This design comes from an exercise in tuning for small area, a short achievable clock period and few clock cycles on the open sky130 flow, not from production work. The RTL was checked by simulation tests, not by an equivalence proof against the original design.

==> flow/design.v (outline; a module is shown in full before it is edited, if it fits) <==
// module conv_yt: 256 lines
// module mac21: 1497 lines
module conv_yt(
input             rst,
input             clk,
output            M0_R_req,
output     [31:0] M0_addr,
input      [31:0] M0_R_data,
output     [3:0]  M0_W_req,
output     [31:0] M0_W_data,
output            M1_R_req,
output     [31:0] M1_addr,
input      [31:0] M1_R_data,
output reg [3:0]  M1_W_req,
output     [31:0] M1_W_data,
input             start,
output reg        finish
);
  // ...
==> flow/run.sh <==
#!/bin/bash
# synth_recipe.tcl (not shown) runs the flow's synth.tcl, then flattens the netlist and writes it again
# the make line also repeats each setting of config.mk as NAME=value (left out here)
make -C /OpenROAD-flow-scripts/flow DESIGN_CONFIG=/design/flow/config.mk WORK_HOME=/design/flow/orfs CLKGATE_MAP_FILE= SYNTH_SCRIPT=/design/flow/synth_recipe.tcl finish
==> flow/config.mk <==
export PLATFORM = sky130hd
export DESIGN_NAME = conv_yt
export DESIGN_NICKNAME = conv_yt
export VERILOG_FILES = /design/flow/design.v
export SDC_FILE = /design/flow/constraint.sdc
export NUM_CORES = 4
export LEC_CHECK = 0
export ABC_AREA = 1
export CAP_MARGIN = 20
export CORE_MARGIN = 2
export CORE_UTILIZATION = 40
export GPL_TIMING_DRIVEN = 0
export SLEW_MARGIN = 20
==> flow/constraint.sdc <==
create_clock -name core_clock -period 26.0 [get_ports {clk}]
set_input_delay 5.2000 -clock core_clock [delete_from_list [all_inputs] [get_ports {clk}]]
set_output_delay 5.2000 -clock core_clock [all_outputs]
set_load 0.01 [all_outputs]
==> notes.md, run 1 <==
CP Capture Type flip-flop; post-layout util 44.1%; hold crit path type reg2reg; fin crit share 30.6%; Worst Path Max Fanout 10; Syn Inst Count about 8600; fraction of area in multi-input gates 59.3%; H-tree depth 3; fraction of registers with async set/reset 0%; Synth top area share about a fifth; Worst Path Required roughly 27000 ps; bufs w/o clock 593; design area 69800 um2; Fin Clk Skew 50.6 ps; largest class multi-input combinational cells; First DRT Iteration DRCs 6724; first-pass GRT wire length roughly 410000 um; Highest Signal Layer met5; global routing's busiest layer met2; Synth Area in XOR/XNOR 10.1%; clock slew at reported path FFs 70 ps; outcome complete, no violations; clk latency of the worst-skew pair 680 ps; Signal buf overhead 4.66%
Testbench counts, summed over its fixed seeds: cycles 52,728.
==> inputs of run 2 (changes only) <==
--- a/flow/config.mk
+++ b/flow/config.mk
@@ -10,4 +10,3 @@
 export CORE_MARGIN = 2
 export CORE_UTILIZATION = 40
-export GPL_TIMING_DRIVEN = 0
 export SLEW_MARGIN = 20
==> run 2 against run 1 <==
Net effect: still clean on timing, DRC and antenna; synthesized cell count did not move; first-iteration DRC count down 0.80%; critical path depth decreased by 2; global-route usage decreased by 5.5 points; via count shrank 3.9%; sequential share of layout area up 0.45 points; non-clock buffer count is 426 lower; register-to-register slack improved by 210 ps; critical path type unchanged.
==> notes.md, run 2 <==
post-DP HPWL 193000 um (was 243000 um); Worst Path Required 26580 ps (was 26590 ps); Synth area leader dfxtp_1 (unchanged); Routability Congestion 1.01 (was 1.08); Seq cells post-synth 663 (unchanged); Setup Fix Bufs, Post-CTS 0 (unchanged); antenna-violating nets left 0 (unchanged); vias in the first global route 55300 (was 58300); Net count, final 9399 (was 9821); Final setup viols 0 (unchanged); initial core utilization 40.2% (unchanged); Synth top area share 18.9% (unchanged); Period minus WS final 7750 ps (was 7960 ps); largest net degree at the start of global routing 67 (was 29); Regs by FF count s0 x96, s1 x96, s2 x96 (unchanged); row cnt 146 (unchanged); WL/cell 23.3 um (was 26.5 um); PortBufs 91 (unchanged); Ys Warns 4 (unchanged); H-tree depth 3 (unchanged); Num CTS Buffers 70 (was 66); max cap viols 0 (unchanged); CP max-delay cell dfxtp_1 (was clkbuf_1); Fin Clk Skew 60.3 ps (was 50.6 ps); FMAX 129 MHz (was 126 MHz); most common flop cell mapped by yosys dfxtp_1 (unchanged); Worst EP arrival 8340 ps (was 8550 ps); Netlist cell types 61 (unchanged); commonest non-fill, non-tap cell in the layout nand2_1 (unchanged); clk latency of the worst-skew pair 700 ps (was 680 ps); fraction of registers with async set/reset 0% (unchanged); outcome complete, no violations (unchanged); Die H 403 um (unchanged); met1 global-route usage 41.8% (was 46.4%); number of I/O pins 206 (unchanged); via count 57300 (was 59600); Die X-Extent 403 um (unchanged); Layout Cells excl Fill 10600 (was 11000); Post-Syn Area per Cell 7.39 um2 (unchanged); Global Route Usage Sum 29.8% (was 35.3%); initial antenna violation count 2 (was 11); Area growth syn-to-layout 7.30% (was 9.73%); CP Buf/Inv Count 3 (was 4); DP Cell Count 10400 (was 10900); number of synthesized flops with an enable pin 64 (unchanged); global routing's busiest layer met2 (unchanged); GRT met2 Usage 44.7% (was 54.0%); most numerous cell in the Yosys netlist nand2_1 (unchanged); First DRT Iteration DRCs 6670 (was 6724); first drt pass iteration count 7 (was 6); fin crit share 29.8% (was 30.6%); layout cells sized above 1 3.82% (was 4.36%); most frequent cells in the layout nand2_1 (2078), inv_1 (1653), xor2_1 (703) (was nand2_1 (2079), inv_1 (1656), xor2_1 (703)); Die Footprint 162000 um2 (unchanged); setup ws final 18250 ps (was 18040 ps); delay of the slowest critical-path stage 950 ps (was 690 ps); Post-Syn Area 63600 um2 (unchanged); post_cts resized 0 (unchanged); Remaining Overflow, GRT 0 (unchanged); total routed wirelength 246000 um (was 291000 um); first-pass GRT wire length 361000 um (was 412000 um); GR met3 Demand/Resource 6.67% (was 8.81%); Post-route DRC 0 (unchanged); core area 158000 um2 (unchanged); relative slew slack 19.1% (was 20.0%); largest cells by area after synthesis dfxtp_1 (19%), fa_1 (18%), nand2_1 (12%) (unchanged); worst slack, placed 18550 ps (was 18320 ps); Syn Inst Count 8610 (unchanged); startpoint type of the worst setup path flip-flop (unchanged); cells along the critical path inv_1 -> o21ai_0 -> xor2_1 -> ha_1 -> fa_1 -> fa_1 -> fa_1 -> fa_1 -> inv_1 -> fa_1 -> inv_1 -> ha_1 -> nand2_1 -> nor2_1 -> nand2_1 -> nor3_1 -> nand3_1 -> nand4_1 -> nand3_1 -> nand2_1 -> nand2_1 -> nand2_1 (was clkbuf_1 -> inv_1 -> o21ai_0 -> xor2_1 -> fa_1 -> fa_1 -> fa_1 -> inv_1 -> fa_1 -> fa_1 -> fa_1 -> inv_1 -> ha_1 -> a21oi_1 -> o21bai_1 -> a21oi_1 -> nor2_1 -> nor2_1 -> nand2_1 -> nand2_1 -> nand3_1 -> nand2_1 -> nand2_1 -> nand2_1); vias per cell 5.42 (was 5.43); TritonCTS clock tree built (unchanged); RSZ-0062 raised after global routing no (unchanged); most frequent cells after synthesis nand2_1 (2079), inv_1 (1656), xor2_1 (703) (unchanged); CTS root buffer clkbuf_16 (unchanged); hold crit path type reg2reg (unchanged); Num Clock Sinks 663 (unchanged); sequential share of the synthesized area 21.9% (unchanged); Tightest Pin Transition 1210 ps (was 1200 ps); hold_buf cts 0 (unchanged); critical path's top delay family adder cells (unchanged); Final Hold Fails 0 (unchanged); Bufs on Longest Clock Path 3 (unchanged); CP Capture Type flip-flop (unchanged); setup TNS 0 ps (unchanged); Worst Path Max Fanout 11 (was 10); clock slew at reported path FFs 70 ps (about the same); Final Max Slew Viols 0 (unchanged); crit path kind reg2reg (unchanged)
run 2: cell counts after synthesis:
No cell type changed its count.
run 2: cells by family after synthesis:
group	count (synthesis)	share of synthesized area [%]
AO/OA/AOI/OAI	1102	10.5
XOR/XNOR	728	10.1
buffers and inverters	2196	13.6
adder cells (fa/ha/maj)	899	24.4
multiplexers	22	0.348
AND/OR/NAND/NOR	2998	19.2
flip-flops	663	21.9
other	2	0.0118
run 2: metrics by stage:
| step | utilization [%] | hold slack [ps] | instance area (um2) |
|---|---|---|---|
| 2_1_floorplan | - | 310 | 63900 |
| 3_3_place_gp | 41.6 | 310 | 65700 |
| 3_5_place_dp | 41.6 | 312 | 65700 |
| 4_1_cts | 43.1 | 286 | 68200 |
| 5_1_grt | 43.1 | 299 | 68200 |
| 6_report | 43.1 | 292 | 68200 |
run 2: final timing paths:
path,start,end,slack (ps),cells after the start
worst max-delay path,px1n[20]$_DFF_P_,acc2[25]$_DFF_P_,18250,22
worst min-delay path,s2[1][20]$_DFF_P_,s1[1][20]$_DFF_P_,290,0
worst max register to register,px1n[20]$_DFF_P_,acc2[25]$_DFF_P_,18250,22
worst min register to register,s2[1][20]$_DFF_P_,s1[1][20]$_DFF_P_,290,0
run 2: final cells by class:
type                    instances  area, um2
clock inverters                32        507
inverters                    1700       6380
repair buffers                167       1490
fillers                     16300      90000
flip-flops and latches        663      13900
multi-input cells            5831      41400
clock buffers                  95       1960
well taps                    2072       2590
diodes                          3       7.51
run 2: per-layer routing:
metal,wire (um),part of all wire [%]
met2,104000,42
met4,10900,4.4
met1,104000,42
met5,0,0
met3,27500,11
==> inputs of run 3 (changes only) <==
==> flow/flow/run.sh (new file) <==
#!/bin/bash
# The standard layout (standard.sh), with one change: the buffers that
# buffer_ports puts on the ports become buf_4 instead of the default delay
# buffer (flow/ports.tcl, run before the placement's resizing step).
set -euo pipefail
here=$(pwd)
export PRE_RESIZE_TCL="$here/flow/ports.tcl"
bash standard.sh > "$here/standard_make.log" 2>&1
==> flow/flow/ports.tcl (new file) <==
# Port buffers: the buffers buffer_ports put on every input and output, as a
# stronger, faster buffer than the default delay cell.
set n 0
foreach inst [[ord::get_db_block] getInsts] {
  set name [$inst getName]
  if {[regexp {^(input|output)[0-9]+$} $name] && [[$inst getMaster] getName] eq "sky130_fd_sc_hd__clkdlybuf4s50_1"} {
    replace_cell $name sky130_fd_sc_hd__buf_4
    incr n
  }
}
puts "ports.tcl: replaced $n port buffers"
==> flow/standard.sh (new file) <==
#!/bin/bash
# synth_recipe.tcl (not shown) runs the flow's synth.tcl, then flattens the netlist and writes it again
# the make line also repeats each setting of config.mk as NAME=value (left out here)
make -C /OpenROAD-flow-scripts/flow DESIGN_CONFIG=/design/flow/config.mk WORK_HOME=/design/flow/orfs CLKGATE_MAP_FILE= SYNTH_SCRIPT=/design/flow/synth_recipe.tcl "${@:-finish}"
--- a/flow/config.mk
+++ b/flow/config.mk
@@ -10,3 +10,4 @@
 export CORE_MARGIN = 2
 export CORE_UTILIZATION = 40
+export GPL_TIMING_DRIVEN = 0
 export SLEW_MARGIN = 20
removed: flow/run.sh
==> run 3 against run 2 <==
Net effect: critical path type unchanged; highest routed layer is now met5; sequential cell count stayed put; utilization is 0.93 points higher; final cell count up 4.0%; setup slack lost 140 ps.
==> notes.md, run 3 <==
Synth area leader dfxtp_1 (unchanged); post-DP HPWL 243000 um (was 193000 um); post-synthesis mux area share 0.348% (unchanged); Tightest Pin Transition 1290 ps (was 1210 ps); PortBufs 91 (unchanged); WL/cell 26.4 um (was 23.3 um); RSZ-0062 raised after global routing no (unchanged); first-pass GRT wire length 412000 um (was 361000 um); path depth of the worst reg2reg path 25 (was 22); layout cells sized above 1 5.51% (was 3.82%); total routed wirelength 291000 um (was 246000 um); number of I/O pins 206 (unchanged); hold_buf cts 0 (unchanged); Hold EP s1[2][17]$_DFF_P_ (was s1[1][20]$_DFF_P_); relative slew slack 13.9% (was 19.1%); post-layout util 44.1% (was 43.1%); initial core utilization 40.2% (unchanged); Net count, final 9823 (was 9399); Post-Syn Area per Cell 7.39 um2 (unchanged); reg-to-reg setup timing slack 18110 ps (was 18250 ps); Die X-Extent 403 um (unchanged); largest net degree at the start of global routing 29 (was 67); TritonCTS clock tree built (unchanged); CP max-delay cell clkbuf_1 (was dfxtp_1); Die Footprint 162000 um2 (unchanged); row cnt 146 (unchanged); Routability Congestion 1.08 (was 1.01); reg-to-reg endpoint acc2[24]$_DFF_P_ (was acc2[25]$_DFF_P_); Hold Crit Depth 0 (unchanged); CTS root buffer clkbuf_16 (unchanged); Final Hold Fails 0 (unchanged); setup TNS 0 ps (unchanged); crit-path most repeated cell nand2_1; crit path kind reg2reg (unchanged); antenna-violating nets left 0 (unchanged); fraction of registers with async set/reset 0% (unchanged); Regs by FF count s0 x96, s1 x96, s2 x96 (unchanged); core area 158000 um2 (unchanged); Die H 403 um (unchanged); Global Route Usage Sum 35.2% (was 29.8%); clk latency of the worst-skew pair 690 ps (was 700 ps); Worst Path Max Fanout 10 (was 11); largest family of logic cells by synthesized area adder cells (unchanged); Post-Synth Adder-Cell Area 24.4% (unchanged); Worst Path Required 26600 ps (was 26580 ps); HP Start s2[2][17]$_DFF_P_ (was s2[1][20]$_DFF_P_); Final Max Slew Viols 0 (unchanged); most numerous cell in the Yosys netlist nand2_1 (unchanged); Period minus WS final 7890 ps (was 7750 ps); Area growth syn-to-layout 9.62% (was 7.30%); largest cells by area after synthesis dfxtp_1 (19%), fa_1 (18%), nand2_1 (12%) (unchanged); Final setup viols 0 (unchanged); Post-Syn Area 63600 um2 (unchanged); via count 59400 (was 57300); FMAX 127 MHz (was 129 MHz); vias in the first global route 58400 (was 55300); Setup Fix Bufs, Post-CTS 0 (unchanged); startpoint type of the worst setup path flip-flop (unchanged); Synth top area share 18.9% (unchanged); H-tree depth 3 (unchanged); most frequent cells after synthesis nand2_1 (2079), inv_1 (1656), xor2_1 (703) (unchanged); Num CTS Buffers 69 (was 70); Post-route DRC 0 (unchanged); Bufs on Longest Clock Path 3 (unchanged); hold crit path type reg2reg (unchanged); most common flop cell mapped by yosys dfxtp_1 (unchanged); outcome complete, no violations (unchanged); commonest non-fill, non-tap cell in the layout nand2_1 (unchanged); First DRT Iteration DRCs 6835 (was 6670); Num Clock Sinks 663 (unchanged); Fin Clk Skew 46.9 ps (was 60.3 ps); fin crit share 30.4% (was 29.8%); Synth Area in XOR/XNOR 10.1% (unchanged); Simple-Gate Fraction of Synth Area 19.2% (unchanged); Syn Inst Count 8610 (unchanged); CP Capture Type flip-flop (unchanged); critical path's top delay family adder cells (unchanged); CP Buf/Inv Count 4 (was 3); number of synthesized flops with an enable pin 64 (unchanged); vias per cell 5.41 (was 5.42); most frequent cells in the layout nand2_1 (2079), inv_1 (1656), xor2_1 (703) (was nand2_1 (2078), inv_1 (1653), xor2_1 (703)); first drt pass iteration count 6 (was 7); delay of the slowest critical-path stage 680 ps (was 950 ps); sequential share of the synthesized area 21.9% (unchanged); compound-gate portion of the synthesized area 10.5% (unchanged); Netlist cell types 61 (unchanged); Seq cells post-synth 663 (unchanged); max cap viols 0 (unchanged); Ys Warns 4 (unchanged); initial antenna violation count 16 (was 2); r2r startpoint px1n[20]$_DFF_P_ (unchanged); Remaining Overflow, GRT 0 (unchanged); clock slew at reported path FFs 70 ps (about the same); post_cts resized 0 (unchanged); Worst EP arrival 8500 ps (was 8340 ps)
## run 3: cell type report
type | instances | area, um2
Antenna cell | 2 | 5.00
Buffer | 496 | 2270
Clock buffer | 95 | 2010
Clock inverter | 32 | 449
Fill cell | 16500 | 88500
Inverter | 1700 | 6380
Multi-Input combinational cell | 5831 | 41300
Sequential cell | 663 | 13900
Tap cell | 2072 | 2590
Timing Repair Buffer | 96 | 741
## run 3: how the worst max path moves through the flow
stage / from / end / slack, ps / depth (start not counted)
2_1_floorplan: start / dld_k[0]$_SDFFCE_PN0P_ / 19840 / 6
3_3_place_gp: px1n[20]$_DFF_P_ / acc2[16]$_DFF_P_ / 18230 / 26
3_5_place_dp: px1n[20]$_DFF_P_ / acc2[22]$_DFF_P_ / 18330 / 23
4_1_cts: px1n[20]$_DFF_P_ / acc2[16]$_DFF_P_ / 18250 / 26
5_1_grt: px1n[20]$_DFF_P_ / acc1[24]$_DFF_P_ / 17810 / 24
6_report: px1n[20]$_DFF_P_ / acc2[24]$_DFF_P_ / 18110 / 25
## run 3: routing by layer
metal	routed length (um)	GRT usage, %
met2	124000	53.7
met3	29300	8.88
met4	17500	17.8
met1	120000	46.2
met5	138	0
## run 3: through the flow
stage,hold slack (ps),instances,area (um2),setup slack [ps]
finish,301,11000,69700,18110
global route,317,11000,69700,17810
CTS,309,11000,69700,18250
detailed placement,312,10900,67200,18330
global placement,310,10900,67400,18230
floorplan,310,8690,63900,19840
## run 3: cells by family (layout without fill, tap and decap cells)
kind of cell / after synthesis / in the layout
xor+xnor: 728 / 728
mux: 22 / 22
fa+ha+maj: 899 / 899
other cells: 2 / 84
simple gates: 2998 / 2998
compound gates: 1102 / 1102
flops: 663 / 663
buf+inv: 2196 / 2419
## run 3: worst register-to-register path: cells and delay by family, from the launching register on
family          cells  cell delay [ps]
flops               1              510
compound gates      1              300
buf+inv             4             1230
fa+ha+maj           7             3470
xor+xnor            1              260
simple gates       12             2050

re-timing with driven ports:
In the flow no input, the clock included, has a driving cell. The finished layouts below were timed again as built, in two steps.
Step 1 sets driving cells, clkbuf_16 on the clock port and buf_2 on the other inputs (assumed; they add their load-dependent delay and slew).
Step 2, shift: input delay + t, output delay - t, t = (earliest + latest rising clock arrival at the registers) / 2. This alone moves slack from input paths to output paths.
Three values: no drivers, after step 1, after step 2; two values: the first two.
| run | t (ns) | setup slack, ns | hold slack, ns | worst setup path at the end | slew at the worst register clock pin (ns) |
|---|---|---|---|---|---|
| run 1 | 0.722 | 18.036 / 18.036 / 18.036 | 0.310 / 0.310 / 0.310 | register to register | 0.07 / 0.07 |
| run 2 | 0.738 | 18.247 / 18.247 / 18.247 | 0.292 / 0.292 / 0.292 | register to register | 0.07 / 0.07 |
| run 3 | 0.734 | 18.106 / 18.106 / 18.106 | 0.301 / 0.301 / 0.301 | register to register | 0.07 / 0.07 |
After both steps every run listed still meets setup and hold.
